What follows belongs to an exercise in optimizing a design on an open flow for small area; a production flow would make more cautious choices.
At most, simulation tests tie the RTL to the original design; equivalence was not proved.
The RTL of runs 2 and 3 was laid out without a check of its function.

==> flow/design.v (outline; a module is shown in full before it is edited, if it fits) <==
// module top: 1313 lines
// module fa_cell: 4 lines
// module ha_cell: 4 lines
module top (
    input  wire clk,
    input  wire rst_n,
    input  wire start,
    input  wire preload_valid,
    input  wire [5:0] preload_addr,
    input  wire [7:0] preload_data,
    input  wire [63:0] x_vector_flat,
    output wire [127:0] result_flat
);
  // ...
==> flow/flow/run.sh <==
#!/bin/bash
# The standard ORFS layout (the standard.sh, standard synthesis), with:
#  - port buffers made with buf_1 instead of the default delay buffer;
#  - clock tree synthesis without dummy loads.
# make's output goes to standard.log; ORFS keeps each step's log under orfs/logs.
set -euo pipefail
bash standard.sh \
  BUFFER_PORTS_ARGS="-buffer_cell sky130_fd_sc_hd__buf_1" \
  CTS_ARGS="-sink_clustering_enable -repair_clock_nets -dont_use_dummy_load" \
  finish > standard.log 2>&1
==> flow/standard.sh <==
#!/bin/bash
# synth_recipe.tcl (not shown) runs the flow's synth.tcl, then flattens the netlist and writes it again
# the make line also repeats each setting of config.mk as NAME=value (left out here)
make -C /OpenROAD-flow-scripts/flow DESIGN_CONFIG=/design/flow/config.mk WORK_HOME=/design/flow/orfs CLKGATE_MAP_FILE= SYNTH_SCRIPT=/design/flow/synth_recipe.tcl "${@:-finish}"
==> flow/config.mk <==
export PLATFORM = sky130hd
export DESIGN_NAME = top
export DESIGN_NICKNAME = top
export VERILOG_FILES = /design/flow/design.v
export SDC_FILE = /design/flow/constraint.sdc
export NUM_CORES = 4
export LEC_CHECK = 0
export CAP_MARGIN = 20
export CORE_MARGIN = 2
export CORE_UTILIZATION = 40
export GPL_TIMING_DRIVEN = 0
export SLEW_MARGIN = 20
export SYNTH_HIERARCHICAL = 1
export SYNTH_MINIMUM_KEEP_SIZE = 0
==> flow/constraint.sdc <==
create_clock -name core_clock -period 10.0 [get_ports {clk}]
set_input_delay 2.0000 -clock core_clock [delete_from_list [all_inputs] [get_ports {clk}]]
set_output_delay 2.0000 -clock core_clock [all_outputs]
set_load 0.01 [all_outputs]
==> impl_results.md, run 1 <==
* Flop-to-flop setup slack at 0.37 ns
* Status: no timing/DRC/antenna violations
* Largest net degree at the start of global routing at 65
* Sequential fraction of the synthesis area at 47.81%
* # fillers at slightly above 10000
* Cell Count Post-Placement at 5401
* Yosys top cell area share at about 34%
* Layout non-clock buf frac at about 4.0%
* Antenna violations before repair at 4
* Hold Vio Cnt, Final at 0
* CP endpoint kind: flip-flop
* Sequential cells at a little under 800
* Seq cells post-synth at 778
* Die Wd at ~340 um
* I/O Pins at 210
* TritonCTS buffer count at 84
* Number of antenna diodes at 3
* Port Buffer Count at between 150 and 200
* Clock slew at reported path FFs at roughly 0.050 ns
* Met3 routed WL at just over 8 mm
* Critical path startpoint category: flip-flop
* GR Layer Usage met1 at 29.83%
* Cell area after placement at approximately 48000 um2
* Post-synthesis adder-cell area fraction at between 20% and 30%
==> run 2: changes to the inputs <==
--- a/flow/design.v
+++ b/flow/design.v
@@ -1286,33 +1286,37 @@
     wire a7_s957, a7_c958;
     assign a7_s957 = ~(1'b0 ^ ~(a6[15]));
     assign a7_c958 = 1'b0 | ~(a6[15]);
     wire a7_s959, a7_c960;
     assign a7_s959 = ~(1'b0 ^ ~(a6[15]));
     assign a7_c960 = 1'b0 | ~(a6[15]);
     wire [16:0] s7 = ~({a7_c958, a7_c956, a7_c954, a7_c952, a7_c950, a7_c948, a7_c946, a7_c944, a7_c942, a7_c940, a7_c938, a7_c936, a7_c934, a7_c932, a7_c930, ~(a6[1]), ~(wt7[0] & x7[0])} + {a7_s959, a7_s957, a7_s955, a7_s953, a7_s951, a7_s949, a7_s947, a7_s945, a7_s943, a7_s941, a7_s939, a7_s937, a7_s935, a7_s933, a7_s931, a7_s929, ~(a6[0])} + 17'd1);
     wire [15:0] a7 = (s7[16] != s7[15]) ? (s7[16] ? 16'h8000 : 16'h7fff) : s7[15:0];
-    reg [15:0] result_reg [0:7];
+    reg [15:0] result_n [0:7];
+    reg none;
     wire shift = (cnt >= 5'd3) && (cnt <= 5'd10);
     integer i;
     always @(posedge clk or negedge rst_n) begin
-        if (!rst_n) begin
-            for (i = 0; i < 8; i = i + 1)
-                result_reg[i] <= 16'd0;
-        end else if (shift) begin
-            result_reg[0] <= a7;
+        if (!rst_n)
+            none <= 1'b1;
+        else if (cnt == 5'd17)
+            none <= 1'b0;
+    end
+    always @(posedge clk) begin
+        if (shift) begin
+            result_n[0] <= ~a7;
             for (i = 1; i < 8; i = i + 1)
-                result_reg[i] <= result_reg[i-1];
+                result_n[i] <= result_n[i-1];
         end
     end
     genvar r;
     generate
         for (r = 0; r < 8; r = r + 1) begin : OUT
-            assign result_flat[16*r +: 16] = result_reg[r];
+            assign result_flat[16*r +: 16] = ~(result_n[r] | {16{none}});
         end
     endgenerate
 endmodule
 module fa_cell (input wire a, input wire b, input wire c, output wire s, output wire co);
     assign s  = a ^ b ^ c;
     assign co = (a & b) | (a & c) | (b & c);
 endmodule
 module ha_cell (input wire a, input wire b, output wire s, output wire co);
==> flow/flow/run.sh (replaced) <==
#!/bin/bash
# The standard ORFS layout (the standard.sh, standard synthesis), with:
#  - port buffers made with buf_1 instead of the default delay buffer;
#  - clock tree synthesis with clkbuf_4 only and without dummy loads.
# make's output goes to standard.log; ORFS keeps each step's log under orfs/logs.
set -euo pipefail
bash standard.sh \
  BUFFER_PORTS_ARGS="-buffer_cell sky130_fd_sc_hd__buf_1" \
  CTS_ARGS="-sink_clustering_enable -repair_clock_nets -dont_use_dummy_load -buf_list sky130_fd_sc_hd__clkbuf_4" \
  finish > standard.log 2>&1
==> flow/config.mk (replaced) <==
export PLATFORM = sky130hd
export DESIGN_NAME = top
export DESIGN_NICKNAME = top
export VERILOG_FILES = /design/flow/design.v
export SDC_FILE = /design/flow/constraint.sdc
export NUM_CORES = 4
export LEC_CHECK = 0
export CAP_MARGIN = 20
export CORE_MARGIN = 2
export CORE_UTILIZATION = 40
export SLEW_MARGIN = 20
export SYNTH_HIERARCHICAL = 1
export SYNTH_MINIMUM_KEEP_SIZE = 0
==> impl_results.md, run 2 <==
* Post-synthesis cell count at 3333 (was 3673)
* # resized after CTS at 0 (was 46)
* Upper clock frequency limit at 108.2 MHz (was 103.8 MHz)
* RSZ-0062 raised after global routing: false
* Most common cell in the netlist: edfxtp_1 (was nand2_1)
* Yosys Warn Count at 9 (unchanged)
* Predominant post-synthesis flop cell: edfxtp_1 (unchanged)
* Crit path time final at 9.241 ns (was 9.632 ns)
* CTS Buffer Depth at 3 (unchanged)
* FFs w/ async S/R, synth at 1.155% (was 17.48%)
* GRT overflow at 0 (unchanged)
* Post-CTS Setup Bufs at 0 (was 1)
* First-pass DRT Iterations at 6 (was 7)
* Commonest non-fill, non-tap cell in the layout: edfxtp_1 (was nand2_1)
* Port Buffer Count at 209 (was 189)
* Htree depth at 4 (was 3)
* CTS Hold Bufs at 0 (unchanged)
* RePlAce Congestion at 0.8701 (was 0.8720)
* Most frequent cells after synthesis: edfxtp_1 (640), fa_1 (421), nand2_1 (357), nor2_1 (180), inv_1 (160) (was nand2_1 (699), edfxtp_1 (512), fa_1 (421), inv_1 (174), ha_1 (159))
* Max-cap viol count at 0 (unchanged)
* Via-per-instance ratio at 5.395 (was 5.446)
* Synth area leader: edfxtp_1 (unchanged)
* Dpl hpwl at 78.17 mm (was 89.53 mm)
* Fin. max-slew vios at 0 (unchanged)
* Reg-to-reg endpoint: acc_r2[14] (was acc_r2[10])
* R2R cell count at 28 (was 32)
* Crit path required time at 10.88 ns (was 10.52 ns)
* Leading cell types in the layout, fill and taps excluded: edfxtp_1 (640), fa_1 (421), nand2_1 (356) (was nand2_1 (697), edfxtp_1 (512), fa_1 (421))
* Hold Crit Class: flip-flop to flip-flop (unchanged)
* Clock insertion delay at the later pin of the skew report at 1.07 ns (was 0.66 ns)
* Initial Util at 40.23% (was 40.36%)
* Antenna-violating nets left at 0 (unchanged)
* Rows at 121 (was 122)
* First-pass GRT wire length at 170.9 mm (was 187.7 mm)
* Largest net degree at the start of global routing at 95 (was 65)
* CP max-delay cell: dfrtp_4 (was fa_1)
* Flop-to-flop setup slack at 0.76 ns (was 0.37 ns)
* Final period util at 92.41% (was 96.32%)
* Clock slew at reported path FFs at 0.07 ns (was 0.05 ns)
* Critical path arrival at 10.12 ns (was 10.15 ns)
* Final setup viols at 0 (unchanged)
* Mean Syn Cell Area at 13.12 um2 (was 12.18 um2)
* Syn_nets at 3995 (was 4335)
* CTS tree: yes (unchanged)
* Share of cells above drive strength 1 at 11.07% (was 8.686%)
* WL per Instance at 21.50 um (was 22.31 um)
* Total track usage at 19.90% (was 21.31%)
* Area grow syn2layout at 10.03% (was 12.14%)
* Top reg by flops: w
* Antenna violations before repair at 8 (was 4)
* Final WL at 110.3 mm (was 122.4 mm)
* CP Class: flip-flop to flip-flop (unchanged)
* Core area at 108700 um2 (was 110800 um2)
* Initial DRC count at 2178 (was 2893)
* Vias in the first global route at 29202 (was 30075)
* Setup TNS at 0 ns (unchanged)
* CP endpoint kind: flip-flop (unchanged)
* Critical Path Most Common Cell: fa_1 (unchanged)
* EDFF count, synth at 640 (was 512)
* Fin nets at 4376 (was 4659)
* Total die area at 112000 um2 (was 114500 um2)
* Critical Path Source: rsel[2] (was rsel[0])
* Synth area leaders: edfxtp_1 (44%), fa_1 (19%), dfxtp_1 (6.0%) (was edfxtp_1 (34%), fa_1 (19%), dfrtp_1 (7.6%))
* RR Startpoint: rsel[2] (was rsel[0])
* Yosys top cell area share at 43.94% (was 34.38%)
* Critical path startpoint category: flip-flop (unchanged)
* Total number of vias at 27680 (was 29877)
* Max FFs per register at 512 (unchanged)
* # fillers at 10061 (was 10254)
* I/O Pins at 210 (unchanged)
* Syn Std Cell Area at 43730 um2 (was 44720 um2)
* Crit Path Max Fanout at 41 (was 10)
* Sequential fraction of the synthesis area at 50.41% (was 47.81%)
* Cell area after placement at 46580 um2 (was 47820 um2)
* Remaining DRCs at 0 (unchanged)
* Setup Skew at 0.1214 ns (was 0.08096 ns)
* Slew @ Worst Pin at 1.110 ns (was 1.183 ns)
* Die Wd at 334.7 um (was 338.4 um)
* Synth cell types at 75 (was 98)
* CP peak stage delay at 0.64 ns (was 0.53 ns)
* Seq cells post-synth at 779 (was 778)
* Die height at 334.7 um (was 338.4 um)
* Slew HR at 25.81% (was 21.03%)
* Status: no timing/DRC/antenna violations (unchanged)
* CTS Sinks at 779 (was 778)
* Hold Vio Cnt, Final at 0 (unchanged)
* TritonCTS buffer count at 197 (was 84)
* Critical path destination: acc_r2[14] (was acc_r2[10])
* Post-route cell area at 48120 um2 (was 50150 um2)
* Clk root buf: clkbuf_4 (was clkbuf_16)
[run 2: area by class of cell]
cell class / instances / area [um2] / share of cell area [%]
diodes: 5 / 12.51 / 0.02600
clock buffers: 197 / 1479 / 3.073
inverters: 162 / 608.1 / 1.264
multi-input cells: 2261 / 20610 / 42.84
flip-flops and latches: 779 / 22050 / 45.83
well taps: 1414 / 1769 / 3.677
repair buffers: 313 / 1583 / 3.289
[run 2: metal layers]
metal  part of all wire [%]  track usage, %  vias to the layer above
met1                     44           26.97                    13976
met2                     48           32.49                      932
met4                    2.0           5.772                        6
met3                    6.5           4.019                      153
met5                  0.040               0                        -
li1                       -               -                    12613
[run 2: modules after synthesis (local to each module, per instance)]
| module | cells inside | area [um2] | flip-flops and latches | times used |
|---|---|---|---|---|
| top | 2918 | 35430 | 779 | 1 |
| fa_cell | 1 | 20.02 | 0 | 415 |
[run 2: worst min path at each step]
| stage | from | to | slack (ns) | cells past startpoint |
|---|---|---|---|---|
| after global placement | x7_1[4] | x7_2[4] | 0.31 | 0 |
| after floorplan | x7_1[0] | x7_2[0] | 0.31 | 0 |
| after detailed placement | x7_1[5] | x7_2[5] | 0.31 | 0 |
| after CTS | x7_1[5] | x7_2[5] | 0.33 | 0 |
| final | x7_1[5] | x7_2[5] | 0.33 | 0 |
| after global routing | x7_1[2] | x7_2[2] | 0.33 | 0 |
[run 2: cells by family (layout without fill, tap and decap cells)]
kind of cell | count (synthesis) | count (layout) | share of synthesized area [%]
xor gates and xnor gates | 77 | 77 | 1.542
and+or+nand+nor | 917 | 917 | 9.945
adders and majority gates | 607 | 607 | 24.44
DFF | 779 | 779 | 50.41
buffers and inverters | 293 | 672 | 2.641
AOI/OAI and AO/OA | 588 | 588 | 9.147
other | 0 | 5 | 0
muxes | 72 | 72 | 1.874
[run 2: critical path: cells and delay by family (launching register included)]
| family | cells | cell delay [ns] |
|---|---|---|
| xor gates and xnor gates | 1 | 0.38 |
| buffers and inverters | 3 | 1.08 |
| AOI/OAI and AO/OA | 9 | 2.21 |
| DFF | 1 | 0.64 |
| and+or+nand+nor | 7 | 1.35 |
| adders and majority gates | 8 | 3.43 |
[run 2: stage by stage]
step	setup WS, ns	hold slack [ns]	cells	util, %
floorplan	1.398	0.3096	3333	-
global placement	0.4691	0.3132	4928	42.85
finish	0.7593	0.3263	5131	44.27
detailed placement	0.2890	0.3132	4928	42.85
global route	0.05934	0.3329	5130	44.26
CTS	0.2882	0.3281	5125	44.21
==> run 3: changes to the inputs <==
==> flow/flow/run.sh (replaced) <==
#!/bin/bash
# The standard ORFS layout (the standard.sh, standard synthesis), with:
#  - port buffers made with buf_1 instead of the default delay buffer;
#  - clock tree synthesis with clkbuf_4 only, 20 sinks per cluster, and without dummy loads.
# make's output goes to standard.log; ORFS keeps each step's log under orfs/logs.
set -euo pipefail
bash standard.sh \
  BUFFER_PORTS_ARGS="-buffer_cell sky130_fd_sc_hd__buf_1" \
  CTS_ARGS="-sink_clustering_enable -repair_clock_nets -dont_use_dummy_load -buf_list sky130_fd_sc_hd__clkbuf_4 -sink_clustering_size 20" \
  finish > standard.log 2>&1
--- a/flow/config.mk
+++ b/flow/config.mk
@@ -7,7 +7,7 @@
 export LEC_CHECK = 0
 export CAP_MARGIN = 20
 export CORE_MARGIN = 2
-export CORE_UTILIZATION = 40
+export CORE_UTILIZATION = 60
 export SLEW_MARGIN = 20
 export SYNTH_HIERARCHICAL = 1
 export SYNTH_MINIMUM_KEEP_SIZE = 0
==> impl_results.md, run 3 <==
* Clk root buf: clkbuf_4 (unchanged)
* Synth cell types at 75 (unchanged)
* Total number of vias at 28317 (was 27680)
* Antenna violations before repair at 4 (was 8)
* Fin nets at 4375 (was 4376)
* WL per Instance at 23.04 um (was 21.50 um)
* Rows at 98 (was 121)
* Predominant post-synthesis flop cell: edfxtp_1 (unchanged)
* Layout Utilization at 66.18% (was 44.27%)
* CTS tree: yes (unchanged)
* First-pass GRT wire length at 167.0 mm (was 170.9 mm)
* Upper clock frequency limit at 104.0 MHz (was 108.2 MHz)
* I/O Pins at 210 (unchanged)
* EDFF count, synth at 640 (unchanged)
* CTS Sinks at 779 (unchanged)
* Clock insertion delay at the later pin of the skew report at 1.06 ns (was 1.07 ns)
* Critical path arrival at 10.33 ns (was 10.12 ns)
* GR met2 Demand/Resource at 45.28% (was 32.49%)
* Sequential fraction of the synthesis area at 50.41% (unchanged)
* Largest net degree at the start of global routing at 130 (was 95)
* RePlAce Congestion at 0.9322 (was 0.8701)
* Via-per-instance ratio at 6.069 (was 5.395)
* Fin. max-slew vios at 0 (unchanged)
* Final Non-Filler Cells at 4666 (was 5131)
* Post-synthesis cell count at 3333 (unchanged)
* Met3 Use GR at 8.074% (was 4.019%)
* Crit Path Max Fanout at 17 (was 41)
* Fin worst setup slack at 0.3821 ns (was 0.7593 ns)
* Synth area leader: edfxtp_1 (unchanged)
* Port Buffer Count at 209 (unchanged)
* Syn Std Cell Area at 43730 um2 (unchanged)
* Syn_nets at 3995 (unchanged)
* Setup TNS at 0 ns (unchanged)
* RSZ-0062 raised after global routing: false (unchanged)
* Slew @ Worst Pin at 1.157 ns (was 1.110 ns)
* Grt peak-use layer: met2 (unchanged)
* Crit path time final at 9.618 ns (was 9.241 ns)
* Flop-to-flop setup slack at 0.38 ns (was 0.76 ns)
* Core area at 71850 um2 (was 108700 um2)
* Worst hold margin at 0.3247 ns (was 0.3263 ns)
* Seq cells post-synth at 779 (unchanged)
* Die Wd at 274.0 um (was 334.7 um)
* TritonCTS buffer count at 190 (was 197)
* Dpl ws at 0.02457 ns (was 0.2890 ns)
* Slew HR at 22.35% (was 25.81%)
* Mean Syn Cell Area at 13.12 um2 (unchanged)
* GR Layer Usage met1 at 41.08% (was 26.97%)
* Cell Count Post-Placement at 4469 (was 4928)
* Most frequent cells after synthesis: edfxtp_1 (640), fa_1 (421), nand2_1 (357), nor2_1 (180), inv_1 (160) (unchanged)
* Status: no timing/DRC/antenna violations (unchanged)
* Area grow syn2layout at 8.726% (was 10.03%)
* Share of cells above drive strength 1 at 10.94% (was 11.07%)
* Initial Util at 60.86% (was 40.23%)
* Hold Crit Class: flip-flop to flip-flop (unchanged)
* Max FFs per register at 512 (unchanged)
* CP endpoint kind: flip-flop (unchanged)
* Vias in the first global route at 30083 (was 29202)
* Antenna-violating nets left at 0 (unchanged)
* Initial DRC count at 3028 (was 2178)
* Post-route cell area at 47550 um2 (was 48120 um2)
* CP Class: flip-flop to flip-flop (unchanged)
* Final setup viols at 0 (unchanged)
* CTS Hold Bufs at 0 (unchanged)
* GRT overflow at 0 (unchanged)
* Total die area at 75070 um2 (was 112000 um2)
* Synth area leaders: edfxtp_1 (44%), fa_1 (19%), dfxtp_1 (6.0%) (unchanged)
* Remaining DRCs at 0 (unchanged)
* Dpl hpwl at 77.46 mm (was 78.17 mm)
* Total track usage at 29.48% (was 19.90%)
* First-pass DRT Iterations at 6 (unchanged)
* Top reg by flops: w (unchanged)
* Clock slew at reported path FFs at 0.06 ns (was 0.07 ns)
* Die height at 274.0 um (was 334.7 um)
* Htree depth at 4 (unchanged)
* Hold Vio Cnt, Final at 0 (unchanged)
* Yosys top cell area share at 43.94% (unchanged)
* Setup Skew at 0.2146 ns (was 0.1214 ns)
* Critical path startpoint category: flip-flop (unchanged)
* Yosys Warn Count at 9 (unchanged)
* CTS Buffer Depth at 3 (unchanged)
* Leading cell types in the layout, fill and taps excluded: edfxtp_1 (640), fa_1 (421), nand2_1 (355) (was edfxtp_1 (640), fa_1 (421), nand2_1 (356))
* Final WL at 107.5 mm (was 110.3 mm)
* Commonest non-fill, non-tap cell in the layout: edfxtp_1 (unchanged)
* Crit path required time at 10.71 ns (was 10.88 ns)
* FFs w/ async S/R, synth at 1.155% (unchanged)
* Cell area after placement at 46010 um2 (was 46580 um2)
* Final period util at 96.18% (was 92.41%)
* Most common cell in the netlist: edfxtp_1 (unchanged)
* Max-cap viol count at 0 (unchanged)
==> run 3: metal layers <==
layer  wire (um)  up-vias
met4        2397        0
li1            -    12613
met3       10470      153
met2       50040     1339
met1       44610    14212
met5           0        -
==> run 3: worst max-delay path, stage by stage, from the launching register on <==
cell	delay, ns
dfrtp_1	0.41
inv_1	0.13
ha_4	0.26
and2b_2	0.32
buf_4	0.24
a222oi_1	0.96
o21ai_2	0.50
or4_1	0.63
nor2_1	0.09
and4_1	0.49
inv_2	0.38
fa_1	0.54
fa_1	0.46
fa_1	0.53
fa_1	0.43
fa_1	0.54
fa_1	0.42
ha_1	0.37
and3_1	0.20
or4b_1	0.44
o21ai_1	0.20
a21oi_1	0.11
xnor2_1	0.13
buf_4	0.20
maj3_1	0.42
==> run 3: cells by family after synthesis <==
group / after synthesis / synth area share (%)
AND/OR/NAND/NOR: 917 / 9.945
flip-flops: 779 / 50.41
adder cells (fa/ha/maj): 607 / 24.44
AO/OA/AOI/OAI: 588 / 9.147
buffers and inverters: 293 / 2.641
XOR/XNOR: 77 / 1.542
multiplexers: 72 / 1.874
==> run 3: worst paths after layout <==
check	start	to	cells after the start
setup / recovery	rsel[0]	acc_r1[2]	24
hold / removal	x7_1[7]	x7_2[7]	0
setup reg to reg	rsel[0]	acc_r1[2]	24
hold reg to reg	x7_1[7]	x7_2[7]	0
max in group asynchronous	rst_n	rsel[2]	1
min in group asynchronous	rst_n	rsel[2]	1
==> run 3: per-module statistics from Yosys, one instance, submodules excluded <==
module | cells | cell area [um2]
top | 2918 | 35430
fa_cell | 1 | 20.02
==> run 3: area by class of cell <==
| type | count | area (um2) |
|---|---|---|
| timing repair buffer | 319 | 1642 |
| antenna | 5 | 12.51 |
| inverter | 162 | 608.1 |
| multi-input combinational | 2261 | 20620 |
| clock buffer | 190 | 1426 |
| tap | 950 | 1189 |
| sequential | 779 | 22050 |
| fill | 5472 | 24300 |
==> run 3: repair_timing <==
action	CTS	global route
pin swaps	0	1
setup endpoints to repair	1	30
setup buffers	0	1
gates resized for setup	1	11

[afterwards: timing with drivers on the ports]
In the flow no input, the clock included, has a driving cell. The finished layouts below were timed again as built, in two steps.
Step 1: set_driving_cell puts a clkbuf_16 on clk and a buf_2 on each other input, an assumption about the parent block.
Step 2 adds t to the input delays and takes it off the output delays; t is the mean of the earliest and latest rising clock arrival at the registers after step 1. Input paths then give back, and output paths get back, about the clock's delay inside the block.
Three values: no drivers, after step 1, after step 2; two values: the first two.
run | shift t [ns] | slack for setup (ns) | clock arrival spread, ns
run 1 | 0.694 | 0.368 / 0.368 / 0.368 | 0.087 / 0.088
run 2 | 1.053 | 0.759 / 0.759 / 0.759 | 0.163 / 0.164
run 3 | 1.013 | 0.382 / 0.382 / 0.382 | 0.217 / 0.216
After both steps every run listed still meets setup and hold.
